Background: an optimization exercise with open tools, aiming at small area and a short achievable clock period. Do not read the settings as production practice.
Function was checked by simulation only, so behaviour that the tests miss may differ from the original.
Power figures rest on the tool's default switching activity, not on a simulated workload.

==> flow/design.v, too long to show whole: its modules and the start of the top module <==
// module ex2_1: 39 lines
// module ex2_1_add: 8 lines
// module ex2_1_tree: 1395 lines
module ex2_1 (
  input               clk, rst, validi,
  input        [31:0] data_in,
  output logic        valido,
  output logic [31:0] data_out
);
  // ...
==> flow/flow/run.sh <==
#!/bin/bash
# The standard layout (standard.sh), with two changes:
#  - after the standard synthesis, fapol.py removes inverters between full-adder
#    cells by choosing the polarity each full adder computes in (a full adder is
#    self-dual); registers and everything else are left as synthesis made them;
#  - port buffers start as the smallest buffer (repair sizes them up as needed);
#  - repair_timing is asked for a larger setup margin.
set -e
NET=$PWD/orfs/results/sky130hd/ex2_1/base/1_2_yosys.v
bash standard.sh $NET > synth.log 2>&1
cp $NET 1_2_yosys.orig.v
python3 flow/fapol.py 1_2_yosys.orig.v $NET > fapol.log 2>&1
export SETUP_SLACK_MARGIN=5.2
export BUFFER_PORTS_ARGS="-buffer_cell sky130_fd_sc_hd__buf_1"
bash standard.sh > standard.log 2>&1
==> flow/flow/fapol.py <==
#!/usr/bin/env python3
"""Remove inverters around full-adder cells in a mapped netlist.

A full adder is self-dual: FA(~a, ~b, ~c) = (~cout, ~sum). Synthesis leaves
inverters between full adders; this picks, for each full adder, whether it
computes on true or complemented signals so that as few inverters as
possible are needed, and rewrites the netlist accordingly.

usage: fapol.py in.v out.v
"""
import re
import sys
from collections import defaultdict

FA = 'sky130_fd_sc_hd__fa_1'
INV = ('sky130_fd_sc_hd__inv_1',)
OUTPINS = {'X', 'Y', 'Q', 'Q_N', 'SUM', 'COUT', 'HI', 'LO'}

src = open(sys.argv[1]).read()
cell_re = re.compile(r'^(\s*)(sky130_fd_sc_hd__\w+)\s+(\S+)\s*\((.*?)\);\n', re.M | re.S)
pin_re = re.compile(r'\.(\w+)\(((?:[^()]|\([^()]*\))*)\)')

cells = []   # [type, name, [(pin, net)], span]
for m in cell_re.finditer(src):
    pins = [(p, n.strip()) for p, n in pin_re.findall(m.group(4))]
    cells.append([m.group(2), m.group(3), pins, m.span()])

rest = cell_re.sub('', src)
rest = '\n'.join(l for l in rest.split('\n')
                 if not re.match(r'\s*(wire|input|output|inout|reg)\b', l))
outside = set()
for tok in re.findall(r'\\\S+ |[A-Za-z_][\w$]*(?:\[\d+\])?', rest):
    outside.add(tok.strip())

ports = set(re.findall(r'^\s*(?:input|output|inout)\s+(?:\[[^]]*\]\s*)?(\S+?)\s*;', src, re.M))


def is_port(n):
    return re.sub(r'\[\d+\]$', '', n) in ports


driver = {}
for ci, (typ, name, pins, _) in enumerate(cells):
    for p, n in pins:
        if p in OUTPINS:
            driver[n] = (ci, p)

# inverters that can be dissolved: output used only by cell pins
inv_of = {}   # out net -> in net
dissolve = set()
for ci, (typ, name, pins, _) in enumerate(cells):
    if typ in INV:
        d = dict(pins)
        if d['Y'] not in outside and not is_port(d['Y']) and d['Y']:
            inv_of[d['Y']] = d['A']
            dissolve.add(ci)


def resolve(n):
    par = 0
    seen = 0
    while n in inv_of and seen < 100:
        n = inv_of[n]
        par ^= 1
        seen += 1
    return n, par

fas = [ci for ci, c in enumerate(cells) if c[0] == FA]
fa_index = {ci: k for k, ci in enumerate(fas)}
flag = [0] * len(fas)
fixed = set()
for ci in fas:
    for p, n in cells[ci][2]:
        if p in OUTPINS and (n in outside or is_port(n)):
            fixed.add(fa_index[ci])

# consumers of each root: list of (fa k or None, parity)
cons = defaultdict(list)
for ci, (typ, name, pins, _) in enumerate(cells):
    if ci in dissolve:
        continue
    for p, n in pins:
        if p in OUTPINS:
            continue
        if not n or n.startswith("1'"):
            continue
        r, par = resolve(n)
        cons[r].append((fa_index.get(ci), par))
# nets used outside cells (ports, assigns) consume with parity 0 on their resolved root
for n in outside:
    r, par = resolve(n)
    cons[r].append((None, par))

root_drv = {}
for r in cons:
    d = driver.get(r)
    if d and d[0] in fa_index:
        root_drv[r] = fa_index[d[0]]

fa_roots = defaultdict(set)
for r, lst in cons.items():
    if r in root_drv:
        fa_roots[root_drv[r]].add(r)
    for k, _ in lst:
        if k is not None:
            fa_roots[k].add(r)


def root_cost(r):
    pd = flag[root_drv[r]] if r in root_drv else 0
    need = set()
    for k, par in cons[r]:
        pk = flag[k] if k is not None else 0
        need.add(par ^ pk ^ pd)
    return 1 if 1 in need else 0


def total():
    return sum(root_cost(r) for r in cons)

before = total()
import random
rng = random.Random(1)


def descend(order):
    improved = True
    it = 0
    while improved and it < 50:
        improved = False
        it += 1
        for k in order:
            rs = fa_roots[k]
            c0 = sum(root_cost(r) for r in rs)
            flag[k] ^= 1
            c1 = sum(root_cost(r) for r in rs)
            if c1 < c0 or (c1 == c0 and rng.random() < 0.3):
                improved = improved or c1 < c0
            else:
                flag[k] ^= 1

free = [k for k in range(len(fas)) if k not in fixed]
best = (before, list(flag))
for trial in range(60):
    if trial:
        flag[:] = best[1]
        for k in rng.sample(free, max(1, len(free) // 10)):
            flag[k] ^= 1
    order = list(free)
    rng.shuffle(order)
    descend(order)
    c = total()
    if c < best[0]:
        best = (c, list(flag))
flag[:] = best[1]
after = total()
sys.stderr.write(f'fapol: {len(fas)} full adders, {len(dissolve)} inverters dissolved, '
                 f'inverters needed {before} -> {after}, {sum(flag)} flipped\n')

# rewrite
newinv = {}
newwires = []
invcells = []


def inv_net(r):
    if r not in newinv:
        w = f'_fapol_{len(newinv)}_'
        newinv[r] = w
        newwires.append(w)
        invcells.append(f'  {INV[0]} _fapol_inv_{len(invcells)}_ (\n    .A({r if not r.startswith(chr(92)) else r + " "}),\n    .Y({w})\n  );\n')
    return newinv[r]


def fmt(n):
    return n + ' ' if n.startswith('\\') else n

out = []
pos = 0
for ci, (typ, name, pins, span) in enumerate(cells):
    out.append(src[pos:span[0]])
    pos = span[1]
    if ci in dissolve:
        continue
    k = fa_index.get(ci)
    pk = flag[k] if k is not None else 0
    newpins = []
    for p, n in pins:
        if p in OUTPINS or not n or n.startswith("1'"):
            newpins.append((p, n))
            continue
        r, par = resolve(n)
        pd = flag[root_drv[r]] if r in root_drv else 0
        if par ^ pk ^ pd:
            newpins.append((p, inv_net(r)))
        else:
            newpins.append((p, r))
    body = ',\n'.join(f'    .{p}({fmt(n)})' for p, n in newpins)
    out.append(f'  {typ} {name} (\n{body}\n  );\n')
out.append(src[pos:])
res = ''.join(out)
# nets used outside cells whose inverter was dissolved: drive them from the rewritten root
extra = []
for n in sorted(outside):
    if n in inv_of:
        r, par = resolve(n)
        pd = flag[root_drv[r]] if r in root_drv else 0
        extra.append(f'  assign {fmt(n)} = {fmt(inv_net(r)) if par ^ pd else fmt(r)};\n')
decl = ''.join(f'  wire {w};\n' for w in newwires)
i = res.rindex('endmodule')
res = res[:i] + ''.join(invcells) + ''.join(extra) + res[i:]
h = res.index(');', res.index('module ')) + 3
res = res[:h] + decl + res[h:]
open(sys.argv[2], 'w').write(res)
==> flow/standard.sh <==
#!/bin/bash
# synth_recipe.tcl (not shown) runs the flow's synth.tcl, then flattens the netlist and writes it again
# the make line also repeats each setting of config.mk as NAME=value (left out here)
make -C /OpenROAD-flow-scripts/flow DESIGN_CONFIG=/design/flow/config.mk WORK_HOME=/design/flow/orfs CLKGATE_MAP_FILE= SYNTH_SCRIPT=/design/flow/synth_recipe.tcl "${@:-finish}"
==> flow/config.mk <==
export PLATFORM = sky130hd
export DESIGN_NAME = ex2_1
export DESIGN_NICKNAME = ex2_1
export VERILOG_FILES = /design/flow/design.v
export SDC_FILE = /design/flow/constraint.sdc
export NUM_CORES = 4
export LEC_CHECK = 0
export CAP_MARGIN = 20
export CORE_MARGIN = 2
export CORE_UTILIZATION = 40
export SLEW_MARGIN = 20
export TNS_END_PERCENT = 20
==> flow/constraint.sdc <==
create_clock -name core_clock -period 10.0 [get_ports {clk}]
set_input_delay 2.0000 -clock core_clock [delete_from_list [all_inputs] [get_ports {clk}]]
set_output_delay 2.0000 -clock core_clock [all_outputs]
set_load 0.01 [all_outputs]
==> flow_metrics.env, run 1 <==
export IMPL_holdPathEnd="h2"
export IMPL_p_clk_w=0.000659
export IMPL_fin_crit_ns=5.16
export IMPL_total_power_w=0.00672
export IMPL_grt_pass1_wl_um=70800
export IMPL_gp_congestion=0.845
export IMPL_final_common_cell="a22oi_1"
export IMPL_dieHeight_um=197
export IMPL_drt_iter0_drc=1175
export IMPL_holdPathStages=0
export IMPL_setup_violations=0
export IMPL_place_area_mm2=0.0155
export IMPL_status="timing/DRC/antenna clean"
export IMPL_wire_per_inst_um=23.5
export IMPL_drtPass1Iterations=6
export IMPL_place_hpwl_um=30800
export IMPL_whs_ns=0.370
export IMPL_max_clock_freq_mhz=194
export IMPL_synthCells=1456
export IMPL_endpoint="data_out[26]"
export IMPL_drive_gt1_share_pct=12.3
export IMPL_fin_nets=1776
export IMPL_hp_class="register to register"
export IMPL_top_usage_layer="met2"
export IMPL_critical_path_class="register to output port"
export IMPL_cts_buffers=17
export IMPL_critPathArrivalTime_ns=3.16
export IMPL_rsz0062_at_grt="true"
export IMPL_post_cts_buffers=6
export IMPL_nClkBuffers=18
export IMPL_rrSetupSlack_ns=5.17
export IMPL_inverters=107
export IMPL_r2r_cells=12
export IMPL_min_from="h1"
export IMPL_cts_resized=38
export IMPL_final_seq_area_mm2=0.00269
export IMPL_worstPathCellList="buf_12, ha_4, inv_2, fa_2, and2b_2, o2111ai_4, a2111o_2, a41oi_4, buf_4, a21oi_2, xnor2_1, buf_2"
export IMPL_maxUsedRoutingLayer="met4"
export IMPL_design_area_mm2=0.0168
export IMPL_dominant_cells="multi-input combinational cells"
export IMPL_met2WireLength_um=21200
export IMPL_core_area_mm2=0.0367
export IMPL_setup_ws_ns=4.84
==> module ex2_1, before the edit <==
module ex2_1 (
  input               clk, rst, validi,
  input        [31:0] data_in,
  output logic        valido,
  output logic [31:0] data_out
);
  logic        h1, h2;
  always_ff @(posedge clk or posedge rst) begin
    if (rst) begin
      h1     <= 1'b0;
      h2     <= 1'b0;
      valido <= 1'b0;
    end else begin
      h1     <= validi;
      h2     <= h1;
      valido <= validi & h1 & h2;
    end
  end
  logic [31:0] xa;
  logic [15:0] one, two, neg;
  wire  [32:0] be = {xa, 1'b0};
  always_ff @(posedge clk) begin
    xa <= data_in;
    for (int i = 0; i < 16; i++) begin
      one[i] <= be[2*i+1] ^ be[2*i];
      two[i] <= (be[2*i+2] & ~be[2*i+1] & ~be[2*i]) | (~be[2*i+2] & be[2*i+1] & be[2*i]);
      neg[i] <= be[2*i+2] & ~(be[2*i+1] & be[2*i]);
    end
  end
  logic [46:0] q_r;
  wire  [46:0] q_d;
  ex2_1_tree u_tree (.xa(xa), .one(one), .two(two), .neg(neg), .data_in(data_in), .q(q_d));
  always_ff @(posedge clk) q_r <= q_d;
  wire [31:0] hi0 = {q_r[31], q_r[30], q_r[29], q_r[28], q_r[27], q_r[26], q_r[25], q_r[24], q_r[23], q_r[22], q_r[21], q_r[20], q_r[19], q_r[18], q_r[17], q_r[16], q_r[15], q_r[14], q_r[13], q_r[12], q_r[11], q_r[10], q_r[9], q_r[8], q_r[7], q_r[6], q_r[5], q_r[4], q_r[3], q_r[2], q_r[1], q_r[0]};
  wire [31:0] hi1 = {q_r[45], 1'b0, q_r[44], 1'b0, q_r[43], 1'b0, q_r[42], 1'b0, q_r[41], 1'b0, q_r[40], 1'b0, q_r[39], 1'b0, q_r[38], 1'b0, q_r[37], 1'b0, q_r[36], 1'b0, q_r[35], 1'b0, q_r[34], 1'b0, q_r[33], 1'b0, q_r[32], 1'b0, 1'b0, xa[2], xa[1], xa[0]};
  wire [32:0] hi_sum;
  ex2_1_add #(32) u_hi (.a(hi0), .b(hi1), .ci(1'b0), .s(hi_sum));
  assign data_out = {hi_sum[31] ^ q_r[46], hi_sum[30:0]};
endmodule
==> inputs of run 2 (changes only) <==
--- a/flow/design.v
+++ b/flow/design.v
@@ -27,17 +27,17 @@
       neg[i] <= be[2*i+2] & ~(be[2*i+1] & be[2*i]);
     end
   end
   logic [46:0] q_r;
   wire  [46:0] q_d;
   ex2_1_tree u_tree (.xa(xa), .one(one), .two(two), .neg(neg), .data_in(data_in), .q(q_d));
   always_ff @(posedge clk) q_r <= q_d;
   wire [31:0] hi0 = {q_r[31], q_r[30], q_r[29], q_r[28], q_r[27], q_r[26], q_r[25], q_r[24], q_r[23], q_r[22], q_r[21], q_r[20], q_r[19], q_r[18], q_r[17], q_r[16], q_r[15], q_r[14], q_r[13], q_r[12], q_r[11], q_r[10], q_r[9], q_r[8], q_r[7], q_r[6], q_r[5], q_r[4], q_r[3], q_r[2], q_r[1], q_r[0]};
-  wire [31:0] hi1 = {q_r[45], 1'b0, q_r[44], 1'b0, q_r[43], 1'b0, q_r[42], 1'b0, q_r[41], 1'b0, q_r[40], 1'b0, q_r[39], 1'b0, q_r[38], 1'b0, q_r[37], 1'b0, q_r[36], 1'b0, q_r[35], 1'b0, q_r[34], 1'b0, q_r[33], 1'b0, q_r[32], 1'b0, 1'b0, xa[2], xa[1], xa[0]};
+  wire [31:0] hi1 = {q_r[45], q_r[44], 1'b0, q_r[43], 1'b0, q_r[42], 1'b0, q_r[41], 1'b0, q_r[40], 1'b0, q_r[39], 1'b0, q_r[38], 1'b0, q_r[37], 1'b0, q_r[36], 1'b0, q_r[35], 1'b0, q_r[34], 1'b0, 1'b0, q_r[33], 1'b0, q_r[32], 1'b0, 1'b0, xa[2], xa[1], xa[0]};
   wire [32:0] hi_sum;
   ex2_1_add #(32) u_hi (.a(hi0), .b(hi1), .ci(1'b0), .s(hi_sum));
   assign data_out = {hi_sum[31] ^ q_r[46], hi_sum[30:0]};
 endmodule
 module ex2_1_add #(parameter N = 32) (
   input  [N-1:0] a, b,
   input          ci,
   output [N:0]   s
@@ -609,26 +609,26 @@
   wire c280;
   assign s279 = c276 ^ s277;
   assign c280 = c276 & s277;
   wire s281;
   wire c282;
   assign {c282, s281} = {1'b0, pp4} + {1'b0, pp34} + {1'b0, c278};
   wire s283;
   wire c284;
-  assign {c284, s283} = {1'b0, c280} + {1'b0, data_in[3]} + {1'b0, s281};
+  assign {c284, s283} = {1'b0, c280} + {1'b0, s281} + {1'b0, data_in[3]};
   wire s285;
   wire c286;
   assign {c286, s285} = {1'b0, neg[2]} + {1'b0, pp5} + {1'b0, pp35};
   wire s287;
   wire c288;
-  assign {c288, s287} = {1'b0, pp63} + {1'b0, s285} + {1'b0, data_in[4]};
+  assign {c288, s287} = {1'b0, pp63} + {1'b0, s285} + {1'b0, c282};
   wire s289;
   wire c290;
-  assign {c290, s289} = {1'b0, c282} + {1'b0, s287} + {1'b0, c284};
+  assign {c290, s289} = {1'b0, data_in[4]} + {1'b0, s287} + {1'b0, c284};
   wire s291;
   wire c292;
   assign {c292, s291} = {1'b0, pp6} + {1'b0, pp36} + {1'b0, pp64};
   wire s293;
   wire c294;
   assign {c294, s293} = {1'b0, c286} + {1'b0, s291} + {1'b0, data_in[5]};
   wire s295;
   wire c296;
@@ -637,193 +637,192 @@
   wire s297;
   wire c298;
   assign {c298, s297} = {1'b0, neg[3]} + {1'b0, pp7} + {1'b0, pp37};
   wire s299;
   wire c300;
   assign {c300, s299} = {1'b0, pp65} + {1'b0, pp91} + {1'b0, c292};
   wire s301;
   wire c302;
-  assign {c302, s301} = {1'b0, s297} + {1'b0, data_in[6]} + {1'b0, s299};
+  assign {c302, s301} = {1'b0, s297} + {1'b0, s299} + {1'b0, data_in[6]};
   wire s303;
   wire c304;
   assign {c304, s303} = {1'b0, c294} + {1'b0, s301} + {1'b0, c296};
   wire s305;
   wire c306;
   assign {c306, s305} = {1'b0, pp8} + {1'b0, pp38} + {1'b0, pp66};
   wire s307;
   wire c308;
   assign {c308, s307} = {1'b0, pp92} + {1'b0, c298} + {1'b0, s305};
   wire s309;
   wire c310;
-  assign {c310, s309} = {1'b0, data_in[7]} + {1'b0, c300} + {1'b0, s307};
+  assign {c310, s309} = {1'b0, c300} + {1'b0, s307} + {1'b0, data_in[7]};
   wire s311;
   wire c312;
   assign s311 = c302 ^ s309;
   assign c312 = c302 & s309;
   wire s313;
   wire c314;
   assign {c314, s313} = {1'b0, neg[4]} + {1'b0, pp9} + {1'b0, pp39};
   wire s315;
   wire c316;
   assign {c316, s315} = {1'b0, pp67} + {1'b0, pp93} + {1'b0, pp117};
   wire s317;
   wire c318;
   assign {c318, s317} = {1'b0, c306} + {1'b0, s313} + {1'b0, s315};
   wire s319;
   wire c320;
-  assign {c320, s319} = {1'b0, data_in[8]} + {1'b0, c308} + {1'b0, s317};
+  assign {c320, s319} = {1'b0, c308} + {1'b0, s317} + {1'b0, data_in[8]};
   wire s321;
   wire c322;
   assign {c322, s321} = {1'b0, c310} + {1'b0, s319} + {1'b0, c312};
   wire s323;
   wire c324;
   assign {c324, s323} = {1'b0, pp10} + {1'b0, pp40} + {1'b0, pp68};
   wire s325;
   wire c326;
   assign {c326, s325} = {1'b0, pp94} + {1'b0, pp118} + {1'b0, c314};
   wire s327;
   wire c328;
-  assign {c328, s327} = {1'b0, c316} + {1'b0, s323} + {1'b0, data_in[9]};
+  assign {c328, s327} = {1'b0, c316} + {1'b0, s323} + {1'b0, c318};
   wire s329;
   wire c330;
-  assign {c330, s329} = {1'b0, c318} + {1'b0, s325} + {1'b0, s327};
+  assign {c330, s329} = {1'b0, s325} + {1'b0, data_in[9]} + {1'b0, s327};
   wire s331;
   wire c332;
-  assign s331 = c320 ^ s329;
-  assign c332 = c320 & s329;
+  assign {c332, s331} = {1'b0, c320} + {1'b0, s329} + {1'b0, c322};
   wire s333;
   wire c334;
   assign {c334, s333} = {1'b0, neg[5]} + {1'b0, pp11} + {1'b0, pp41};
   wire s335;
   wire c336;
   assign {c336, s335} = {1'b0, pp69} + {1'b0, pp95} + {1'b0, pp119};
   wire s337;
   wire c338;
   assign {c338, s337} = {1'b0, pp141} + {1'b0, c324} + {1'b0, s333};
   wire s339;
   wire c340;
-  assign {c340, s339} = {1'b0, s335} + {1'b0, data_in[10]} + {1'b0, c326};
+  assign {c340, s339} = {1'b0, s335} + {1'b0, c326} + {1'b0, s337};
   wire s341;
   wire c342;
-  assign {c342, s341} = {1'b0, s337} + {1'b0, c328} + {1'b0, s339};
+  assign {c342, s341} = {1'b0, data_in[10]} + {1'b0, c328} + {1'b0, s339};
   wire s343;
   wire c344;
-  assign {c344, s343} = {1'b0, c330} + {1'b0, s341} + {1'b0, c332};
+  assign s343 = c330 ^ s341;
+  assign c344 = c330 & s341;
   wire s345;
   wire c346;
   assign {c346, s345} = {1'b0, pp12} + {1'b0, pp42} + {1'b0, pp70};
   wire s347;
   wire c348;
   assign {c348, s347} = {1'b0, pp96} + {1'b0, pp120} + {1'b0, pp142};
   wire s349;
   wire c350;
   assign {c350, s349} = {1'b0, c334} + {1'b0, c336} + {1'b0, s345};
   wire s351;
   wire c352;
-  assign {c352, s351} = {1'b0, s347} + {1'b0, data_in[11]} + {1'b0, c338};
+  assign {c352, s351} = {1'b0, s347} + {1'b0, c338} + {1'b0, s349};
   wire s353;
   wire c354;
-  assign {c354, s353} = {1'b0, s349} + {1'b0, c340} + {1'b0, s351};
+  assign {c354, s353} = {1'b0, data_in[11]} + {1'b0, c340} + {1'b0, s351};
   wire s355;
   wire c356;
-  assign s355 = c342 ^ s353;
-  assign c356 = c342 & s353;
+  assign {c356, s355} = {1'b0, c342} + {1'b0, s353} + {1'b0, c344};
   wire s357;
   wire c358;
   assign {c358, s357} = {1'b0, neg[6]} + {1'b0, pp13} + {1'b0, pp43};
   wire s359;
   wire c360;
   assign {c360, s359} = {1'b0, pp71} + {1'b0, pp97} + {1'b0, pp121};
   wire s361;
   wire c362;
   assign {c362, s361} = {1'b0, pp143} + {1'b0, pp163} + {1'b0, c346};
   wire s363;
   wire c364;
   assign {c364, s363} = {1'b0, c348} + {1'b0, s357} + {1'b0, s359};
   wire s365;
   wire c366;
-  assign {c366, s365} = {1'b0, data_in[12]} + {1'b0, c350} + {1'b0, s361};
+  assign {c366, s365} = {1'b0, c350} + {1'b0, s361} + {1'b0, s363};
   wire s367;
   wire c368;
-  assign {c368, s367} = {1'b0, s363} + {1'b0, c352} + {1'b0, s365};
+  assign {c368, s367} = {1'b0, data_in[12]} + {1'b0, c352} + {1'b0, s365};
   wire s369;
   wire c370;
-  assign {c370, s369} = {1'b0, c354} + {1'b0, s367} + {1'b0, c356};
+  assign s369 = c354 ^ s367;
+  assign c370 = c354 & s367;
   wire s371;
   wire c372;
   assign {c372, s371} = {1'b0, pp14} + {1'b0, pp44} + {1'b0, pp72};
   wire s373;
   wire c374;
   assign {c374, s373} = {1'b0, pp98} + {1'b0, pp122} + {1'b0, pp144};
   wire s375;
   wire c376;
   assign {c376, s375} = {1'b0, pp164} + {1'b0, c358} + {1'b0, c360};
   wire s377;
   wire c378;
-  assign {c378, s377} = {1'b0, s371} + {1'b0, s373} + {1'b0, data_in[13]};
+  assign {c378, s377} = {1'b0, s371} + {1'b0, s373} + {1'b0, c362};
   wire s379;
   wire c380;
-  assign {c380, s379} = {1'b0, c362} + {1'b0, c364} + {1'b0, s375};
+  assign {c380, s379} = {1'b0, c364} + {1'b0, s375} + {1'b0, data_in[13]};
   wire s381;
   wire c382;
   assign {c382, s381} = {1'b0, s377} + {1'b0, c366} + {1'b0, s379};
   wire s383;
   wire c384;
-  assign s383 = c368 ^ s381;
-  assign c384 = c368 & s381;
+  assign {c384, s383} = {1'b0, c368} + {1'b0, s381} + {1'b0, c370};
   wire s385;
   wire c386;
   assign {c386, s385} = {1'b0, neg[7]} + {1'b0, pp15} + {1'b0, pp45};
   wire s387;
   wire c388;
   assign {c388, s387} = {1'b0, pp73} + {1'b0, pp99} + {1'b0, pp123};
   wire s389;
   wire c390;
   assign {c390, s389} = {1'b0, pp145} + {1'b0, pp165} + {1'b0, pp183};
   wire s391;
   wire c392;
   assign {c392, s391} = {1'b0, c372} + {1'b0, c374} + {1'b0, s385};
   wire s393;
   wire c394;
-  assign {c394, s393} = {1'b0, s387} + {1'b0, s389} + {1'b0, data_in[14]};
+  assign {c394, s393} = {1'b0, s387} + {1'b0, s389} + {1'b0, c376};
   wire s395;
   wire c396;
-  assign {c396, s395} = {1'b0, c376} + {1'b0, s391} + {1'b0, c378};
+  assign {c396, s395} = {1'b0, s391} + {1'b0, data_in[14]} + {1'b0, c378};
   wire s397;
   wire c398;
   assign {c398, s397} = {1'b0, s393} + {1'b0, c380} + {1'b0, s395};
   wire s399;
   wire c400;
-  assign {c400, s399} = {1'b0, c382} + {1'b0, c384} + {1'b0, s397};
+  assign s399 = c382 ^ s397;
+  assign c400 = c382 & s397;
   wire s401;
   wire c402;
   assign {c402, s401} = {1'b0, pp16} + {1'b0, pp46} + {1'b0, pp74};
   wire s403;
   wire c404;
   assign {c404, s403} = {1'b0, pp100} + {1'b0, pp124} + {1'b0, pp146};
   wire s405;
   wire c406;
   assign {c406, s405} = {1'b0, pp166} + {1'b0, pp184} + {1'b0, c386};
   wire s407;
   wire c408;
   assign {c408, s407} = {1'b0, c388} + {1'b0, c390} + {1'b0, s401};
   wire s409;
   wire c410;
-  assign {c410, s409} = {1'b0, s403} + {1'b0, data_in[15]} + {1'b0, c392};
+  assign {c410, s409} = {1'b0, s403} + {1'b0, c392} + {1'b0, s405};
   wire s411;
   wire c412;
-  assign {c412, s411} = {1'b0, s405} + {1'b0, s407} + {1'b0, c394};
+  assign {c412, s411} = {1'b0, s407} + {1'b0, data_in[15]} + {1'b0, c394};
   wire s413;
   wire c414;
   assign {c414, s413} = {1'b0, s409} + {1'b0, c396} + {1'b0, s411};
   wire s415;
   wire c416;
-  assign s415 = c398 ^ s413;
-  assign c416 = c398 & s413;
+  assign {c416, s415} = {1'b0, c398} + {1'b0, s413} + {1'b0, c400};
   wire s417;
   wire c418;
   assign {c418, s417} = {1'b0, neg[8]} + {1'b0, pp17} + {1'b0, pp47};
   wire s419;
   wire c420;
   assign {c420, s419} = {1'b0, pp75} + {1'b0, pp101} + {1'b0, pp125};
   wire s421;
   wire c422;
@@ -831,26 +830,27 @@
   wire s423;
   wire c424;
   assign {c424, s423} = {1'b0, pp201} + {1'b0, c402} + {1'b0, c404};
   wire s425;
   wire c426;
   assign {c426, s425} = {1'b0, s417} + {1'b0, s419} + {1'b0, s421};
   wire s427;
   wire c428;
-  assign {c428, s427} = {1'b0, data_in[16]} + {1'b0, c406} + {1'b0, c408};
+  assign {c428, s427} = {1'b0, c406} + {1'b0, c408} + {1'b0, s423};
   wire s429;
   wire c430;
-  assign {c430, s429} = {1'b0, s423} + {1'b0, s425} + {1'b0, c410};
+  assign {c430, s429} = {1'b0, s425} + {1'b0, data_in[16]} + {1'b0, c410};
   wire s431;
   wire c432;
   assign {c432, s431} = {1'b0, s427} + {1'b0, c412} + {1'b0, s429};
   wire s433;
   wire c434;
-  assign {c434, s433} = {1'b0, c414} + {1'b0, s431} + {1'b0, c416};
+  assign s433 = c414 ^ s431;
+  assign c434 = c414 & s431;
   wire s435;
   wire c436;
   assign {c436, s435} = {1'b0, pp18} + {1'b0, pp48} + {1'b0, pp76};
   wire s437;
   wire c438;
   assign {c438, s437} = {1'b0, pp102} + {1'b0, pp126} + {1'b0, pp148};
   wire s439;
   wire c440;
@@ -858,27 +858,26 @@
   wire s441;
   wire c442;
   assign {c442, s441} = {1'b0, c418} + {1'b0, c420} + {1'b0, c422};
   wire s443;
   wire c444;
   assign {c444, s443} = {1'b0, s435} + {1'b0, s437} + {1'b0, s439};
   wire s445;
   wire c446;
-  assign {c446, s445} = {1'b0, data_in[17]} + {1'b0, c424} + {1'b0, c426};
+  assign {c446, s445} = {1'b0, c424} + {1'b0, c426} + {1'b0, s441};
   wire s447;
   wire c448;
-  assign {c448, s447} = {1'b0, s441} + {1'b0, s443} + {1'b0, c428};
+  assign {c448, s447} = {1'b0, s443} + {1'b0, data_in[17]} + {1'b0, c428};
   wire s449;
   wire c450;
   assign {c450, s449} = {1'b0, s445} + {1'b0, c430} + {1'b0, s447};
   wire s451;
   wire c452;
-  assign s451 = c432 ^ s449;
-  assign c452 = c432 & s449;
+  assign {c452, s451} = {1'b0, c432} + {1'b0, s449} + {1'b0, c434};
   wire s453;
   wire c454;
   assign {c454, s453} = {1'b0, neg[9]} + {1'b0, pp19} + {1'b0, pp49};
   wire s455;
   wire c456;
   assign {c456, s455} = {1'b0, pp77} + {1'b0, pp103} + {1'b0, pp127};
   wire s457;
   wire c458;
@@ -886,29 +885,30 @@
   wire s459;
   wire c460;
   assign {c460, s459} = {1'b0, pp203} + {1'b0, pp217} + {1'b0, c436};
   wire s461;
   wire c462;
   assign {c462, s461} = {1'b0, c438} + {1'b0, c440} + {1'b0, s453};
   wire s463;
   wire c464;
-  assign {c464, s463} = {1'b0, s455} + {1'b0, s457} + {1'b0, data_in[18]};
+  assign {c464, s463} = {1'b0, s455} + {1'b0, s457} + {1'b0, c442};
   wire s465;
   wire c466;
-  assign {c466, s465} = {1'b0, c442} + {1'b0, c444} + {1'b0, s459};
+  assign {c466, s465} = {1'b0, c444} + {1'b0, s459} + {1'b0, s461};
   wire s467;
   wire c468;
-  assign {c468, s467} = {1'b0, s461} + {1'b0, s463} + {1'b0, c446};
+  assign {c468, s467} = {1'b0, data_in[18]} + {1'b0, c446} + {1'b0, s463};
   wire s469;
   wire c470;
   assign {c470, s469} = {1'b0, s465} + {1'b0, c448} + {1'b0, s467};
   wire s471;
   wire c472;
-  assign {c472, s471} = {1'b0, c450} + {1'b0, s469} + {1'b0, c452};
+  assign s471 = c450 ^ s469;
+  assign c472 = c450 & s469;
   wire s473;
   wire c474;
   assign {c474, s473} = {1'b0, pp20} + {1'b0, pp50} + {1'b0, pp78};
   wire s475;
   wire c476;
   assign {c476, s475} = {1'b0, pp104} + {1'b0, pp128} + {1'b0, pp150};
   wire s477;
   wire c478;
@@ -916,30 +916,29 @@
   wire s479;
   wire c480;
   assign {c480, s479} = {1'b0, pp218} + {1'b0, c454} + {1'b0, c456};
   wire s481;
   wire c482;
   assign {c482, s481} = {1'b0, c458} + {1'b0, s473} + {1'b0, s475};
   wire s483;
   wire c484;
-  assign {c484, s483} = {1'b0, s477} + {1'b0, data_in[19]} + {1'b0, c460};
+  assign {c484, s483} = {1'b0, s477} + {1'b0, c460} + {1'b0, c462};
   wire s485;
   wire c486;
-  assign {c486, s485} = {1'b0, c462} + {1'b0, s479} + {1'b0, s481};
+  assign {c486, s485} = {1'b0, s479} + {1'b0, s481} + {1'b0, data_in[19]};
   wire s487;
   wire c488;
   assign {c488, s487} = {1'b0, c464} + {1'b0, c466} + {1'b0, s483};
   wire s489;
   wire c490;
   assign {c490, s489} = {1'b0, s485} + {1'b0, c468} + {1'b0, s487};
   wire s491;
   wire c492;
-  assign s491 = c470 ^ s489;
-  assign c492 = c470 & s489;
+  assign {c492, s491} = {1'b0, c470} + {1'b0, s489} + {1'b0, c472};
   wire s493;
   wire c494;
   assign {c494, s493} = {1'b0, neg[10]} + {1'b0, pp21} + {1'b0, pp51};
   wire s495;
   wire c496;
   assign {c496, s495} = {1'b0, pp79} + {1'b0, pp105} + {1'b0, pp129};
   wire s497;
   wire c498;
@@ -950,29 +949,30 @@
   wire s501;
   wire c502;
   assign {c502, s501} = {1'b0, c474} + {1'b0, c476} + {1'b0, c478};
   wire s503;
   wire c504;
   assign {c504, s503} = {1'b0, s493} + {1'b0, s495} + {1'b0, s497};
   wire s505;
   wire c506;
-  assign {c506, s505} = {1'b0, s499} + {1'b0, data_in[20]} + {1'b0, c480};
+  assign {c506, s505} = {1'b0, s499} + {1'b0, c480} + {1'b0, c482};
   wire s507;
   wire c508;
-  assign {c508, s507} = {1'b0, c482} + {1'b0, s501} + {1'b0, s503};
+  assign {c508, s507} = {1'b0, s501} + {1'b0, s503} + {1'b0, data_in[20]};
   wire s509;
   wire c510;
   assign {c510, s509} = {1'b0, c484} + {1'b0, s505} + {1'b0, c486};
   wire s511;
   wire c512;
   assign {c512, s511} = {1'b0, s507} + {1'b0, c488} + {1'b0, s509};
   wire s513;
   wire c514;
-  assign {c514, s513} = {1'b0, c490} + {1'b0, s511} + {1'b0, c492};
+  assign s513 = c490 ^ s511;
+  assign c514 = c490 & s511;
   wire s515;
   wire c516;
   assign {c516, s515} = {1'b0, pp22} + {1'b0, pp52} + {1'b0, pp80};
   wire s517;
   wire c518;
   assign {c518, s517} = {1'b0, pp106} + {1'b0, pp130} + {1'b0, pp152};
   wire s519;
   wire c520;
@@ -983,30 +983,29 @@
   wire s523;
   wire c524;
   assign {c524, s523} = {1'b0, c496} + {1'b0, c498} + {1'b0, c500};
   wire s525;
   wire c526;
   assign {c526, s525} = {1'b0, s515} + {1'b0, s517} + {1'b0, s519};
   wire s527;
   wire c528;
-  assign {c528, s527} = {1'b0, data_in[21]} + {1'b0, c502} + {1'b0, c504};
+  assign {c528, s527} = {1'b0, c502} + {1'b0, c504} + {1'b0, s521};
   wire s529;
   wire c530;
-  assign {c530, s529} = {1'b0, s521} + {1'b0, s523} + {1'b0, s525};
+  assign {c530, s529} = {1'b0, s523} + {1'b0, s525} + {1'b0, data_in[21]};
   wire s531;
   wire c532;
-  assign {c532, s531} = {1'b0, c506} + {1'b0, c508} + {1'b0, s527};
+  assign {c532, s531} = {1'b0, c506} + {1'b0, s527} + {1'b0, c508};
   wire s533;
   wire c534;
   assign {c534, s533} = {1'b0, s529} + {1'b0, c510} + {1'b0, s531};
   wire s535;
   wire c536;
-  assign s535 = c512 ^ s533;
-  assign c536 = c512 & s533;
+  assign {c536, s535} = {1'b0, c512} + {1'b0, s533} + {1'b0, c514};
   wire s537;
   wire c538;
   assign {c538, s537} = {1'b0, neg[11]} + {1'b0, pp23} + {1'b0, pp53};
   wire s539;
   wire c540;
   assign {c540, s539} = {1'b0, pp81} + {1'b0, pp107} + {1'b0, pp131};
   wire s541;
   wire c542;
@@ -1017,32 +1016,33 @@
   wire s545;
   wire c546;
   assign {c546, s545} = {1'b0, pp243} + {1'b0, c516} + {1'b0, c518};
   wire s547;
   wire c548;
   assign {c548, s547} = {1'b0, c520} + {1'b0, s537} + {1'b0, s539};
   wire s549;
   wire c550;
-  assign {c550, s549} = {1'b0, s541} + {1'b0, s543} + {1'b0, data_in[22]};
+  assign {c550, s549} = {1'b0, s541} + {1'b0, s543} + {1'b0, c522};
   wire s551;
   wire c552;
-  assign {c552, s551} = {1'b0, c522} + {1'b0, c524} + {1'b0, c526};
+  assign {c552, s551} = {1'b0, c524} + {1'b0, c526} + {1'b0, s545};
   wire s553;
   wire c554;
-  assign {c554, s553} = {1'b0, s545} + {1'b0, s547} + {1'b0, s549};
+  assign {c554, s553} = {1'b0, s547} + {1'b0, data_in[22]} + {1'b0, c528};
   wire s555;
   wire c556;
-  assign {c556, s555} = {1'b0, c528} + {1'b0, c530} + {1'b0, s551};
+  assign {c556, s555} = {1'b0, s549} + {1'b0, s551} + {1'b0, c530};
   wire s557;
   wire c558;
   assign {c558, s557} = {1'b0, s553} + {1'b0, c532} + {1'b0, s555};
   wire s559;
   wire c560;
-  assign {c560, s559} = {1'b0, c534} + {1'b0, s557} + {1'b0, c536};
+  assign s559 = c534 ^ s557;
+  assign c560 = c534 & s557;
   wire s561;
   wire c562;
   assign {c562, s561} = {1'b0, pp24} + {1'b0, pp54} + {1'b0, pp82};
   wire s563;
   wire c564;
   assign {c564, s563} = {1'b0, pp108} + {1'b0, pp132} + {1'b0, pp154};
   wire s565;
   wire c566;
@@ -1053,33 +1053,32 @@
   wire s569;
   wire c570;
   assign {c570, s569} = {1'b0, c538} + {1'b0, c540} + {1'b0, c542};
   wire s571;
   wire c572;
   assign {c572, s571} = {1'b0, c544} + {1'b0, s561} + {1'b0, s563};
   wire s573;
   wire c574;
-  assign {c574, s573} = {1'b0, s565} + {1'b0, s567} + {1'b0, data_in[23]};
+  assign {c574, s573} = {1'b0, s565} + {1'b0, s567} + {1'b0, c546};
   wire s575;
   wire c576;
-  assign {c576, s575} = {1'b0, c546} + {1'b0, c548} + {1'b0, s569};
+  assign {c576, s575} = {1'b0, c548} + {1'b0, s569} + {1'b0, s571};
   wire s577;
   wire c578;
-  assign {c578, s577} = {1'b0, s571} + {1'b0, c550} + {1'b0, s573};
+  assign {c578, s577} = {1'b0, data_in[23]} + {1'b0, c550} + {1'b0, c552};
   wire s579;
   wire c580;
-  assign {c580, s579} = {1'b0, c552} + {1'b0, s575} + {1'b0, c554};
+  assign {c580, s579} = {1'b0, s573} + {1'b0, s575} + {1'b0, c554};
   wire s581;
   wire c582;
   assign {c582, s581} = {1'b0, s577} + {1'b0, c556} + {1'b0, s579};
   wire s583;
   wire c584;
-  assign s583 = c558 ^ s581;
-  assign c584 = c558 & s581;
+  assign {c584, s583} = {1'b0, c558} + {1'b0, c560} + {1'b0, s581};
   wire s585;
   wire c586;
   assign {c586, s585} = {1'b0, neg[12]} + {1'b0, pp25} + {1'b0, pp55};
   wire s587;
   wire c588;
   assign {c588, s587} = {1'b0, pp83} + {1'b0, pp109} + {1'b0, pp133};
   wire s589;
   wire c590;
@@ -1093,32 +1092,33 @@
   wire s595;
   wire c596;
   assign {c596, s595} = {1'b0, c564} + {1'b0, c566} + {1'b0, c568};
   wire s597;
   wire c598;
   assign {c598, s597} = {1'b0, s585} + {1'b0, s587} + {1'b0, s589};
   wire s599;
   wire c600;
-  assign {c600, s599} = {1'b0, s591} + {1'b0, data_in[24]} + {1'b0, c570};
+  assign {c600, s599} = {1'b0, s591} + {1'b0, c570} + {1'b0, c572};
   wire s601;
   wire c602;
-  assign {c602, s601} = {1'b0, c572} + {1'b0, s593} + {1'b0, s595};
+  assign {c602, s601} = {1'b0, s593} + {1'b0, s595} + {1'b0, s597};
   wire s603;
   wire c604;
-  assign {c604, s603} = {1'b0, s597} + {1'b0, c574} + {1'b0, c576};
+  assign {c604, s603} = {1'b0, data_in[24]} + {1'b0, c574} + {1'b0, c576};
   wire s605;
   wire c606;
   assign {c606, s605} = {1'b0, s599} + {1'b0, s601} + {1'b0, c578};
   wire s607;
   wire c608;
   assign {c608, s607} = {1'b0, s603} + {1'b0, c580} + {1'b0, s605};
   wire s609;
   wire c610;
-  assign {c610, s609} = {1'b0, c582} + {1'b0, s607} + {1'b0, c584};
+  assign s609 = c582 ^ s607;
+  assign c610 = c582 & s607;
   wire s611;
   wire c612;
   assign {c612, s611} = {1'b0, pp26} + {1'b0, pp56} + {1'b0, pp84};
   wire s613;
   wire c614;
   assign {c614, s613} = {1'b0, pp110} + {1'b0, pp134} + {1'b0, pp156};
   wire s615;
   wire c616;
@@ -1132,33 +1132,32 @@
   wire s621;
   wire c622;
   assign {c622, s621} = {1'b0, c590} + {1'b0, c592} + {1'b0, s611};
   wire s623;
   wire c624;
   assign {c624, s623} = {1'b0, s613} + {1'b0, s615} + {1'b0, s617};
   wire s625;
   wire c626;
-  assign {c626, s625} = {1'b0, data_in[25]} + {1'b0, c594} + {1'b0, c596};
+  assign {c626, s625} = {1'b0, c594} + {1'b0, c596} + {1'b0, c598};
   wire s627;
   wire c628;
-  assign {c628, s627} = {1'b0, c598} + {1'b0, s619} + {1'b0, s621};
+  assign {c628, s627} = {1'b0, s619} + {1'b0, s621} + {1'b0, s623};
   wire s629;
   wire c630;
-  assign {c630, s629} = {1'b0, s623} + {1'b0, c600} + {1'b0, c602};
+  assign {c630, s629} = {1'b0, data_in[25]} + {1'b0, c600} + {1'b0, c602};
   wire s631;
   wire c632;
   assign {c632, s631} = {1'b0, s625} + {1'b0, s627} + {1'b0, c604};
   wire s633;
   wire c634;
   assign {c634, s633} = {1'b0, s629} + {1'b0, c606} + {1'b0, s631};
   wire s635;
   wire c636;
-  assign s635 = c608 ^ s633;
-  assign c636 = c608 & s633;
+  assign {c636, s635} = {1'b0, c608} + {1'b0, s633} + {1'b0, c610};
   wire s637;
   wire c638;
   assign {c638, s637} = {1'b0, neg[13]} + {1'b0, pp27} + {1'b0, pp57};
   wire s639;
   wire c640;
   assign {c640, s639} = {1'b0, pp85} + {1'b0, pp111} + {1'b0, pp135};
   wire s641;
   wire c642;
@@ -1175,32 +1174,33 @@
   wire s649;
   wire c650;
   assign {c650, s649} = {1'b0, c618} + {1'b0, s637} + {1'b0, s639};
   wire s651;
   wire c652;
   assign {c652, s651} = {1'b0, s641} + {1'b0, s643} + {1'b0, s645};
   wire s653;
   wire c654;
-  assign {c654, s653} = {1'b0, data_in[26]} + {1'b0, c620} + {1'b0, c622};
+  assign {c654, s653} = {1'b0, c620} + {1'b0, c622} + {1'b0, c624};
   wire s655;
   wire c656;
-  assign {c656, s655} = {1'b0, c624} + {1'b0, s647} + {1'b0, s649};
+  assign {c656, s655} = {1'b0, s647} + {1'b0, s649} + {1'b0, s651};
   wire s657;
   wire c658;
-  assign {c658, s657} = {1'b0, s651} + {1'b0, c626} + {1'b0, c628};
+  assign {c658, s657} = {1'b0, data_in[26]} + {1'b0, c626} + {1'b0, c628};
   wire s659;
   wire c660;
   assign {c660, s659} = {1'b0, s653} + {1'b0, s655} + {1'b0, c630};
   wire s661;
   wire c662;
   assign {c662, s661} = {1'b0, s657} + {1'b0, c632} + {1'b0, s659};
   wire s663;
   wire c664;
-  assign {c664, s663} = {1'b0, c634} + {1'b0, s661} + {1'b0, c636};
+  assign s663 = c634 ^ s661;
+  assign c664 = c634 & s661;
   wire s665;
   wire c666;
   assign {c666, s665} = {1'b0, pp28} + {1'b0, pp58} + {1'b0, pp86};
   wire s667;
   wire c668;
   assign {c668, s667} = {1'b0, pp112} + {1'b0, pp136} + {1'b0, pp158};
   wire s669;
   wire c670;
@@ -1214,36 +1214,35 @@
   wire s675;
   wire c676;
   assign {c676, s675} = {1'b0, c640} + {1'b0, c642} + {1'b0, c644};
   wire s677;
   wire c678;
   assign {c678, s677} = {1'b0, c646} + {1'b0, s665} + {1'b0, s667};
   wire s679;
   wire c680;
-  assign {c680, s679} = {1'b0, s669} + {1'b0, s671} + {1'b0, data_in[27]};
+  assign {c680, s679} = {1'b0, s669} + {1'b0, s671} + {1'b0, c648};
   wire s681;
   wire c682;
-  assign {c682, s681} = {1'b0, c648} + {1'b0, c650} + {1'b0, c652};
+  assign {c682, s681} = {1'b0, c650} + {1'b0, c652} + {1'b0, s673};
   wire s683;
   wire c684;
-  assign {c684, s683} = {1'b0, s673} + {1'b0, s675} + {1'b0, s677};
+  assign {c684, s683} = {1'b0, s675} + {1'b0, s677} + {1'b0, data_in[27]};
   wire s685;
   wire c686;
-  assign {c686, s685} = {1'b0, s679} + {1'b0, c654} + {1'b0, c656};
+  assign {c686, s685} = {1'b0, c654} + {1'b0, s679} + {1'b0, c656};
   wire s687;
   wire c688;
   assign {c688, s687} = {1'b0, s681} + {1'b0, s683} + {1'b0, c658};
   wire s689;
   wire c690;
   assign {c690, s689} = {1'b0, s685} + {1'b0, c660} + {1'b0, s687};
   wire s691;
   wire c692;
-  assign s691 = c662 ^ s689;
-  assign c692 = c662 & s689;
+  assign {c692, s691} = {1'b0, c662} + {1'b0, s689} + {1'b0, c664};
   wire s693;
   wire c694;
   assign {c694, s693} = {1'b0, neg[14]} + {1'b0, pp29} + {1'b0, pp59};
   wire s695;
   wire c696;
   assign {c696, s695} = {1'b0, pp87} + {1'b0, pp113} + {1'b0, pp137};
   wire s697;
   wire c698;
@@ -1260,35 +1259,36 @@
   wire s705;
   wire c706;
   assign {c706, s705} = {1'b0, c670} + {1'b0, c672} + {1'b0, s693};
   wire s707;
   wire c708;
   assign {c708, s707} = {1'b0, s695} + {1'b0, s697} + {1'b0, s699};
   wire s709;
   wire c710;
-  assign {c710, s709} = {1'b0, s701} + {1'b0, data_in[28]} + {1'b0, c674};
+  assign {c710, s709} = {1'b0, s701} + {1'b0, c674} + {1'b0, c676};
   wire s711;
   wire c712;
-  assign {c712, s711} = {1'b0, c676} + {1'b0, c678} + {1'b0, s703};
+  assign {c712, s711} = {1'b0, c678} + {1'b0, s703} + {1'b0, s705};
   wire s713;
   wire c714;
-  assign {c714, s713} = {1'b0, s705} + {1'b0, s707} + {1'b0, c680};
+  assign {c714, s713} = {1'b0, s707} + {1'b0, data_in[28]} + {1'b0, c680};
   wire s715;
   wire c716;
   assign {c716, s715} = {1'b0, c682} + {1'b0, s709} + {1'b0, c684};
   wire s717;
   wire c718;
   assign {c718, s717} = {1'b0, s711} + {1'b0, s713} + {1'b0, c686};
   wire s719;
   wire c720;
   assign {c720, s719} = {1'b0, s715} + {1'b0, c688} + {1'b0, s717};
   wire s721;
   wire c722;
-  assign {c722, s721} = {1'b0, c690} + {1'b0, s719} + {1'b0, c692};
+  assign s721 = c690 ^ s719;
+  assign c722 = c690 & s719;
   wire s723;
   wire c724;
   assign {c724, s723} = {1'b0, pp30} + {1'b0, pp60} + {1'b0, pp88};
   wire s725;
   wire c726;
   assign {c726, s725} = {1'b0, pp114} + {1'b0, pp138} + {1'b0, pp160};
   wire s727;
   wire c728;
@@ -1305,36 +1305,35 @@
   wire s735;
   wire c736;
   assign {c736, s735} = {1'b0, c700} + {1'b0, c702} + {1'b0, s723};
   wire s737;
   wire c738;
   assign {c738, s737} = {1'b0, s725} + {1'b0, s727} + {1'b0, s729};
   wire s739;
   wire c740;
-  assign {c740, s739} = {1'b0, s731} + {1'b0, data_in[29]} + {1'b0, c704};
+  assign {c740, s739} = {1'b0, s731} + {1'b0, c704} + {1'b0, c706};
   wire s741;
   wire c742;
-  assign {c742, s741} = {1'b0, c706} + {1'b0, c708} + {1'b0, s733};
+  assign {c742, s741} = {1'b0, c708} + {1'b0, s733} + {1'b0, s735};
   wire s743;
   wire c744;
-  assign {c744, s743} = {1'b0, s735} + {1'b0, s737} + {1'b0, c710};
+  assign {c744, s743} = {1'b0, s737} + {1'b0, data_in[29]} + {1'b0, c710};
   wire s745;
   wire c746;
   assign {c746, s745} = {1'b0, c712} + {1'b0, s739} + {1'b0, s741};
   wire s747;
   wire c748;
   assign {c748, s747} = {1'b0, c714} + {1'b0, s743} + {1'b0, c716};
   wire s749;
   wire c750;
   assign {c750, s749} = {1'b0, s745} + {1'b0, c718} + {1'b0, s747};
   wire s751;
   wire c752;
-  assign s751 = c720 ^ s749;
-  assign c752 = c720 & s749;
+  assign {c752, s751} = {1'b0, c720} + {1'b0, s749} + {1'b0, c722};
   wire s753;
   wire c754;
   assign {c754, s753} = {1'b0, neg[15]} + {1'b0, pp31} + {1'b0, pp61};
   wire s755;
   wire c756;
   assign {c756, s755} = {1'b0, pp89} + {1'b0, pp115} + {1'b0, pp139};
   wire s757;
   wire c758;
@@ -1354,35 +1353,36 @@
   wire s767;
   wire c768;
   assign {c768, s767} = {1'b0, c732} + {1'b0, s753} + {1'b0, s755};
   wire s769;
   wire c770;
   assign {c770, s769} = {1'b0, s757} + {1'b0, s759} + {1'b0, s761};
   wire s771;
   wire c772;
-  assign {c772, s771} = {1'b0, data_in[30]} + {1'b0, c734} + {1'b0, c736};
+  assign {c772, s771} = {1'b0, c734} + {1'b0, c736} + {1'b0, c738};
   wire s773;
   wire c774;
-  assign {c774, s773} = {1'b0, c738} + {1'b0, s763} + {1'b0, s765};
+  assign {c774, s773} = {1'b0, s763} + {1'b0, s765} + {1'b0, s767};
   wire s775;
   wire c776;
-  assign {c776, s775} = {1'b0, s767} + {1'b0, s769} + {1'b0, c740};
+  assign {c776, s775} = {1'b0, s769} + {1'b0, data_in[30]} + {1'b0, c740};
   wire s777;
   wire c778;
   assign {c778, s777} = {1'b0, c742} + {1'b0, s771} + {1'b0, s773};
   wire s779;
   wire c780;
   assign {c780, s779} = {1'b0, c744} + {1'b0, s775} + {1'b0, c746};
   wire s781;
   wire c782;
   assign {c782, s781} = {1'b0, s777} + {1'b0, c748} + {1'b0, s779};
   wire s783;
   wire c784;
-  assign {c784, s783} = {1'b0, c750} + {1'b0, s781} + {1'b0, c752};
+  assign s783 = c750 ^ s781;
+  assign c784 = c750 & s781;
   wire x785;
   assign x785 = pp32 ^ pp62;
   wire x786;
   assign x786 = pp90 ^ pp116;
   wire x787;
   assign x787 = pp140 ^ pp162;
   wire x788;
   assign x788 = pp182 ^ pp200;
@@ -1412,31 +1412,31 @@
   assign x800 = c758 ^ c760;
   wire x801;
   assign x801 = c762 ^ x797;
   wire x802;
   assign x802 = x798 ^ x799;
   wire x803;
   assign x803 = x800 ^ x801;
   wire x804;
-  assign x804 = x802 ^ data_in[31];
+  assign x804 = x802 ^ c764;
   wire x805;
-  assign x805 = c764 ^ c766;
+  assign x805 = c766 ^ c768;
   wire x806;
-  assign x806 = c768 ^ c770;
+  assign x806 = c770 ^ x803;
   wire x807;
-  assign x807 = x803 ^ x804;
+  assign x807 = data_in[31] ^ x804;
   wire x808;
   assign x808 = x805 ^ x806;
   wire x809;
   assign x809 = x807 ^ x808;
   wire x810;
   assign x810 = c772 ^ c774;
   wire x811;
   assign x811 = x809 ^ x810;
   wire x812;
   assign x812 = c776 ^ x811;
   wire x813;
   assign x813 = c778 ^ x812;
   wire x814;
   assign x814 = x813 ^ c780;
-  assign q = {c784, c782, c722, c664, c610, c560, c514, c472, c434, c400, c370, c344, c322, c304, c290, x814, s783, s751, s721, s691, s663, s635, s609, s583, s559, s535, s513, s491, s471, s451, s433, s415, s399, s383, s369, s355, s343, s331, s321, s311, s303, s295, s289, s283, s279, s275, s273};
+  assign q = {c784, c782, c752, c692, c636, c584, c536, c492, c452, c416, c384, c356, c332, c304, c290, x814, s783, s751, s721, s691, s663, s635, s609, s583, s559, s535, s513, s491, s471, s451, s433, s415, s399, s383, s369, s355, s343, s331, s321, s311, s303, s295, s289, s283, s279, s275, s273};
 endmodule
--- a/flow/flow/run.sh
+++ b/flow/flow/run.sh
@@ -5,11 +5,11 @@
 #    self-dual); registers and everything else are left as synthesis made them;
 #  - port buffers start as the smallest buffer (repair sizes them up as needed);
 #  - repair_timing is asked for a larger setup margin.
 set -e
 NET=$PWD/orfs/results/sky130hd/ex2_1/base/1_2_yosys.v
 bash standard.sh $NET > synth.log 2>&1
 cp $NET 1_2_yosys.orig.v
 python3 flow/fapol.py 1_2_yosys.orig.v $NET > fapol.log 2>&1
-export SETUP_SLACK_MARGIN=5.2
+export SETUP_SLACK_MARGIN=5.5
 export BUFFER_PORTS_ARGS="-buffer_cell sky130_fd_sc_hd__buf_1"
 bash standard.sh > standard.log 2>&1
==> run 2 against run 1 <==
Net effect: via count up 2.0%; largest power group unchanged; count of clock-buffer cells in the layout unchanged; non-clock buffer count up 54; die area fell by 0.94%; combinational power rose by 8.2%; synthesized cell count down 1.6%; cell area up 6.7%; clock power fell by 2%; total power is 6.1% higher; sequential power is 0.7% higher.
==> flow_metrics.env, run 2 <==
export IMPL_reg2reg_to="q_r[29]"
export IMPL_layout_common_cells="xor2_1 (231), a22oi_1 (216), fa_1 (210)"
export IMPL_worstMarginPinSlew_ns=0.678
export IMPL_viasPerCell=5.79
export IMPL_p_comb_share_pct=77.6
export IMPL_critical_path_class="register to output port"
export IMPL_final_common_cell="xor2_1"
export IMPL_syn_num_nets=1754
export IMPL_cts_root_buf="clkbuf_16"
export IMPL_initial_core_util_pct=40.5
export IMPL_insertion_delay_ns=0.46
export IMPL_vias=11393
export IMPL_cts_hold_buf=0
export IMPL_p_sw_share_pct=47.5
export IMPL_pin_count=68
export IMPL_track_usage_pct=24.7
export IMPL_end_kind="output port"
export IMPL_clkTransAtPathRegs_ns=0.06
export IMPL_grt_max_degree=36
export IMPL_grt_pass1_wl_um=71300
export IMPL_critPathLaunchType="register"
export IMPL_hp_class="register to register"
export IMPL_fin_crit_ns=4.88
export IMPL_synthCells=1433
export IMPL_grt_pass1_vias=11707
export IMPL_seq_power_share_pct=13.3
export IMPL_syn_to_final_growth_pct=21.4
export IMPL_die_w_um=196
export IMPL_io_buffers=67
export IMPL_switching_power_w=0.00339
export IMPL_place_hpwl_um=30500
export IMPL_remaining_drc_errors=0
export IMPL_crit_required_ns=8.00
export IMPL_syn_avg_cell_area_um2=10.3
export IMPL_finClkSkew_ns=0.0134
export IMPL_finalCritPeriodShare_pct=48.8
export IMPL_synthesis_area_mm2=0.0148
export IMPL_dieArea_mm2=0.0385
export IMPL_leakagePower_nw=7.12
export IMPL_cap_viol_max_count=0
export IMPL_fin_nets=1808
export IMPL_fill_cells=3208
export IMPL_wire_per_inst_um=24.4
export IMPL_crit_fanout=4
export IMPL_antenna_left=0
export IMPL_place_area_mm2=0.0154
export IMPL_setup_tns_ns=0
export IMPL_cts_buffers=17
export IMPL_hold_violations=0
export IMPL_cts_buffer_depth=2
export IMPL_ir_worst_vdd_v=0.000391
export IMPL_drtPass1Iterations=7
export IMPL_core_area_mm2=0.0365
export IMPL_antenna_cells=0
export IMPL_p_int_w=0.00374
export IMPL_gp_congestion=0.889
export IMPL_critPathLaunch="xa[1]"
export IMPL_max_slew_margin_pct=54.7
export IMPL_cts_sinks=130
export IMPL_rrSetupSlack_ns=5.36
export IMPL_status="timing/DRC/antenna clean"
export IMPL_largest_reg_flops=47
export IMPL_r2r_cells=14
export IMPL_yosysWarnings=1
export IMPL_setup_violations=0
export IMPL_fin_cells=1968
export IMPL_r2r_start="xa[0]"
export IMPL_grt_ovfl_total=0
export IMPL_max_clock_freq_mhz=205
export IMPL_dieHeight_um=196
export IMPL_design_area_mm2=0.0179
export IMPL_cts_tree="yes"
export IMPL_drt_iter0_drc=1092
export IMPL_regMostFlops="q_r"
export IMPL_p_clk_share_pct=9.1
export IMPL_critPathArrivalTime_ns=2.88
export IMPL_h_tree_depth=4
export IMPL_dp_cells=1863
export IMPL_drive_gt1_share_pct=21.3
export IMPL_reg_top3="q_r (47), xa (32)"
export IMPL_final_max_slew_violation_count=0
export IMPL_rsz0062_at_grt="true"
export IMPL_power_density_mw_per_mm2=398
export IMPL_antenna_found_initial=0
export IMPL_endpoint="data_out[25]"
export IMPL_finalWirelength_um=48000
export IMPL_rows=70
run 2: layout make-up:
type                       count  area (um^2)  share of cell area [%]
multi-input combinational   1052        11700                    65.4
clock inverter                14          155                   0.865
sequential                   130         2780                    15.5
inverter                     106          398                    2.22
tap                          468          586                    3.27
clock buffer                  18          439                    2.45
timing repair buffer         180         1860                    10.4
run 2: routing by layer:
| metal | share of wire (%) | GRT usage [%] | up-vias |
|---|---|---|---|
| met1 | 40 | 32.7 | 5776 |
| met2 | 48 | 40.5 | 650 |
| met3 | 8.1 | 4.33 | 123 |
| li1 | - | - | 4844 |
| met4 | 3.9 | 9.82 | 0 |
| met5 | 0 | 0 | - |
run 2: stage by stage:
stage	total power (W)	util (%)	setup WS [ns]	hold slack, ns
after floorplan	0.00483	-	5.49	0.346
after global placement	0.00615	42.3	4.35	0.358
after detailed placement	0.00625	42.3	4.36	0.361
after CTS	0.00703	45.0	5.03	0.382
after global routing	0.00814	49.1	5.04	0.400
final	0.00713	49.1	5.12	0.380
run 2: worst max-delay path: stages (launching register included):
cell and delay [ns]:
dfxtp_4 0.35, buf_12 0.12, ha_4 0.20, a21o_4 0.22, a21oi_4 0.20, o221ai_4 0.19, a31oi_4 0.24, buf_12 0.14
o21ba_4 0.14, mux2_4 0.30, a211oi_2 0.15, buf_2 0.16
run 2: power groups by stage:
stage	logic (W)	clock network [W]	registers, W
floorplan	0.00395	0	0.000871
finish	0.00554	0.000649	0.000946
CTS	0.00543	0.000662	0.000941
detailed placement	0.00531	0	0.000946
global placement	0.00520	0	0.000946
global route	0.00649	0.000686	0.000960
run 2: worst min-delay path by stage:
stage,start,end,slack [ns],depth (start not counted)
2_1_floorplan,h1,h2,0.35,0
3_3_place_gp,h1,h2,0.36,0
3_5_place_dp,h1,h2,0.36,0
4_1_cts,h1,h2,0.38,0
5_1_grt,h1,h2,0.40,0
6_report,h1,h2,0.38,0
run 2: what timing repair did:
| action | in CTS | in global routing |
|---|---|---|
| cloned | 3 | 10 |
| resized for setup | 66 | 243 |
| pin swaps | 14 | 70 |
| setup buffers | 13 | 47 |
| setup endpoints to repair | 49 | 50 |
==> inputs of run 3 (changes only) <==
--- a/flow/config.mk
+++ b/flow/config.mk
@@ -10,3 +10,3 @@
 export CORE_UTILIZATION = 40
 export SLEW_MARGIN = 20
-export TNS_END_PERCENT = 20
+export TNS_END_PERCENT = 5
==> run 3 against run 2 <==
Net effect: first-iteration DRC count fell by 6.5%; flip-flop and latch count did not move; setup slack got worse by 0.064 ns; highest routed layer unchanged; non-clock buffer count fell by 54; combinational power fell by 4.9%; core utilization fell by 3.4 points; count of clock-buffer cells in the layout did not move; total power fell by 3.9%.
==> flow_metrics.env, run 3 <==
export IMPL_cts_sinks=130
export IMPL_antenna_cells=0
export IMPL_wire_per_inst_um=23.6
export IMPL_gp_congestion=0.889
export IMPL_grt_max_degree=36
export IMPL_drt_iter0_drc=1021
export IMPL_die_w_um=196
export IMPL_drive_gt1_share_pct=13.2
export IMPL_crit_required_ns=8.00
export IMPL_critical_path_class="register to output port"
export IMPL_setup_violations=0
export IMPL_reg_top3="q_r (47), xa (32)"
export IMPL_vias=11055
export IMPL_largest_reg_flops=47
export IMPL_rows=70
export IMPL_crit_fanout=4
export IMPL_cts_root_buf="clkbuf_16"
export IMPL_place_hpwl_um=30500
export IMPL_track_usage_pct=24.6
export IMPL_status="timing/DRC/antenna clean"
export IMPL_critPathArrivalTime_ns=2.94
export IMPL_hp_class="register to register"
export IMPL_insertion_delay_ns=0.46
export IMPL_max_slew_margin_pct=54.8
export IMPL_cap_viol_max_count=0
export IMPL_end_kind="output port"
export IMPL_fin_util_pct=45.7
export IMPL_fill_cells=3322
export IMPL_endpoint="data_out[25]"
export IMPL_syn_avg_cell_area_um2=10.3
export IMPL_regMostFlops="q_r"
export IMPL_r2r_cells=12
export IMPL_max_clock_freq_mhz=202
export IMPL_viasPerCell=5.78
export IMPL_setup_tns_ns=0
export IMPL_initial_core_util_pct=40.5
export IMPL_grt_ovfl_total=0
export IMPL_cts_hold_buf=0
export IMPL_finalCritPeriodShare_pct=49.4
export IMPL_remaining_drc_errors=0
export IMPL_multiInputGateArea_mm2=0.0114
export IMPL_place_area_mm2=0.0154
export IMPL_hold_violations=0
export IMPL_clkTransAtPathRegs_ns=0.06
export IMPL_finalWirelength_um=45100
export IMPL_cts_buffer_depth=2
export IMPL_worstMarginPinSlew_ns=0.678
export IMPL_ir_worst_vdd_v=0.000379
export IMPL_yosysWarnings=1
export IMPL_design_area_mm2=0.0167
export IMPL_drtPass1Iterations=7
export IMPL_grt_pass1_wl_um=70900
export IMPL_synthesis_area_mm2=0.0148
export IMPL_syn_to_final_growth_pct=13.0
export IMPL_h_tree_depth=4
export IMPL_cts_tree="yes"
export IMPL_synthCells=1433
export IMPL_leakagePower_nw=6.66
export IMPL_final_common_cell="a22oi_1"
export IMPL_cts_buffers=17
export IMPL_rsz0062_at_grt="true"
export IMPL_r2r_start="two[3]"
export IMPL_pin_count=68
export IMPL_core_area_mm2=0.0365
export IMPL_critPathLaunch="xa[1]"
export IMPL_fin_nets=1754
export IMPL_reg2reg_to="q_r[25]"
export IMPL_grt_pass1_vias=11640
export IMPL_final_max_slew_violation_count=0
export IMPL_power_density_mw_per_mm2=410
export IMPL_layout_common_cells="a22oi_1 (243), xor2_1 (238), fa_1 (229)"
export IMPL_dieArea_mm2=0.0385
export IMPL_fin_crit_ns=4.94
export IMPL_rrSetupSlack_ns=5.20
export IMPL_dieHeight_um=196
export IMPL_finClkSkew_ns=0.0135
export IMPL_io_buffers=67
export IMPL_antenna_left=0
export IMPL_antenna_found_initial=0
export IMPL_syn_num_nets=1754
export IMPL_final_seq_area_mm2=0.00273
export IMPL_critPathLaunchType="register"
run 3: how the worst min path moves through the flow:
stage | cells after the start | slack, ns | end | start
global placement | 0 | 0.36 | h2 | h1
floorplan | 0 | 0.35 | h2 | h1
finish | 0 | 0.38 | h2 | h1
global route | 0 | 0.40 | h2 | h1
detailed placement | 0 | 0.36 | h2 | h1
CTS | 0 | 0.38 | h2 | h1
run 3: critical path, stage by stage (launching register included):
cell and delay [ns]:
dfxtp_4 0.35, buf_12 0.12, ha_4 0.20, a21o_4 0.22, a21oi_4 0.20, o221ai_4 0.19, a31oi_4 0.24, buf_12 0.15
o21ba_4 0.15, mux2_4 0.30, a211oi_2 0.19, buf_2 0.16
run 3: layout make-up:
class,count,share of cell area (%)
repair buffers,126,5.79
flip-flops and latches,130,16.3
well taps,468,3.51
inverters,106,2.38
clock inverters,14,0.929
multi-input cells,1052,68.4
clock buffers,18,2.63
run 3: through the flow:
| stage | hold WS [ns] | power [W] | instances | worst slack (ns) |
|---|---|---|---|---|
| 6_report | 0.381 | 0.00686 | 1914 | 5.06 |
| 5_1_grt | 0.400 | 0.00787 | 1914 | 4.96 |
| 4_1_cts | 0.382 | 0.00699 | 1908 | 5.02 |
| 3_5_place_dp | 0.361 | 0.00625 | 1863 | 4.36 |
| 3_3_place_gp | 0.358 | 0.00615 | 1863 | 4.35 |
| 2_1_floorplan | 0.346 | 0.00483 | 1433 | 5.49 |
run 3: timing repair:
item | in CTS | in global routing
cloned | 3 | 0
setup endpoints to repair | 49 | 52
resized for setup | 48 | 105
pin swaps | 10 | 12
buffers inserted | 10 | 6
run 3: layer usage:
metal  vias up  GRT usage [%]  wire [um]  part of all wire [%]
met3        99           4.52       3340                   7.4
met5         -              0          0                     0
met1      5646           32.5      18500                    41
met2       568           40.2      21700                    48
li1       4742              -          -                     -
met4         0           9.85       1530                   3.4
run 3: report_power, final:
part,switching (W),internal [W]
Combinational,0.00286,0.00241
Sequential,0.000143,0.000800
Clock,0.000270,0.000376

==> static timing again, ports no longer ideal <==
In the flow no input, the clock included, has a driving cell. The finished layouts below were timed again as built, in two steps. Step 1 (the two cells are an assumption about what drives the block):
set clk [get_ports {clk}]
set_driving_cell -lib_cell sky130_fd_sc_hd__clkbuf_16 $clk
set_driving_cell -lib_cell sky130_fd_sc_hd__buf_2 [delete_from_list [all_inputs] $clk]
Step 2 moves the port delays by t, midway between the first and last clock arrival at a register: inputs arrive t later, outputs are due t later. That takes back most of the time a late clock gives input paths. Three values: no drivers, after step 1, after step 2; two values: the first two.
run	t (ns)	setup WS [ns]	hold slack, ns	worst setup path after step 2	latest minus earliest clock arrival (ns)
run 1	0.503	4.842 / 4.790 / 4.840	0.370 / 0.370 / 0.370	input to register	0.016 / 0.016
run 2	0.505	5.122 / 5.065 / 5.242	0.380 / 0.380 / 0.380	input to register	0.014 / 0.014
run 3	0.504	5.057 / 5.002 / 5.198	0.381 / 0.381 / 0.381	register to register	0.013 / 0.013
After both steps every run listed still meets setup and hold. The setup slack of run 1, which loses most, moves by -0.052 ns with the drivers and by -0.002 ns with both steps.
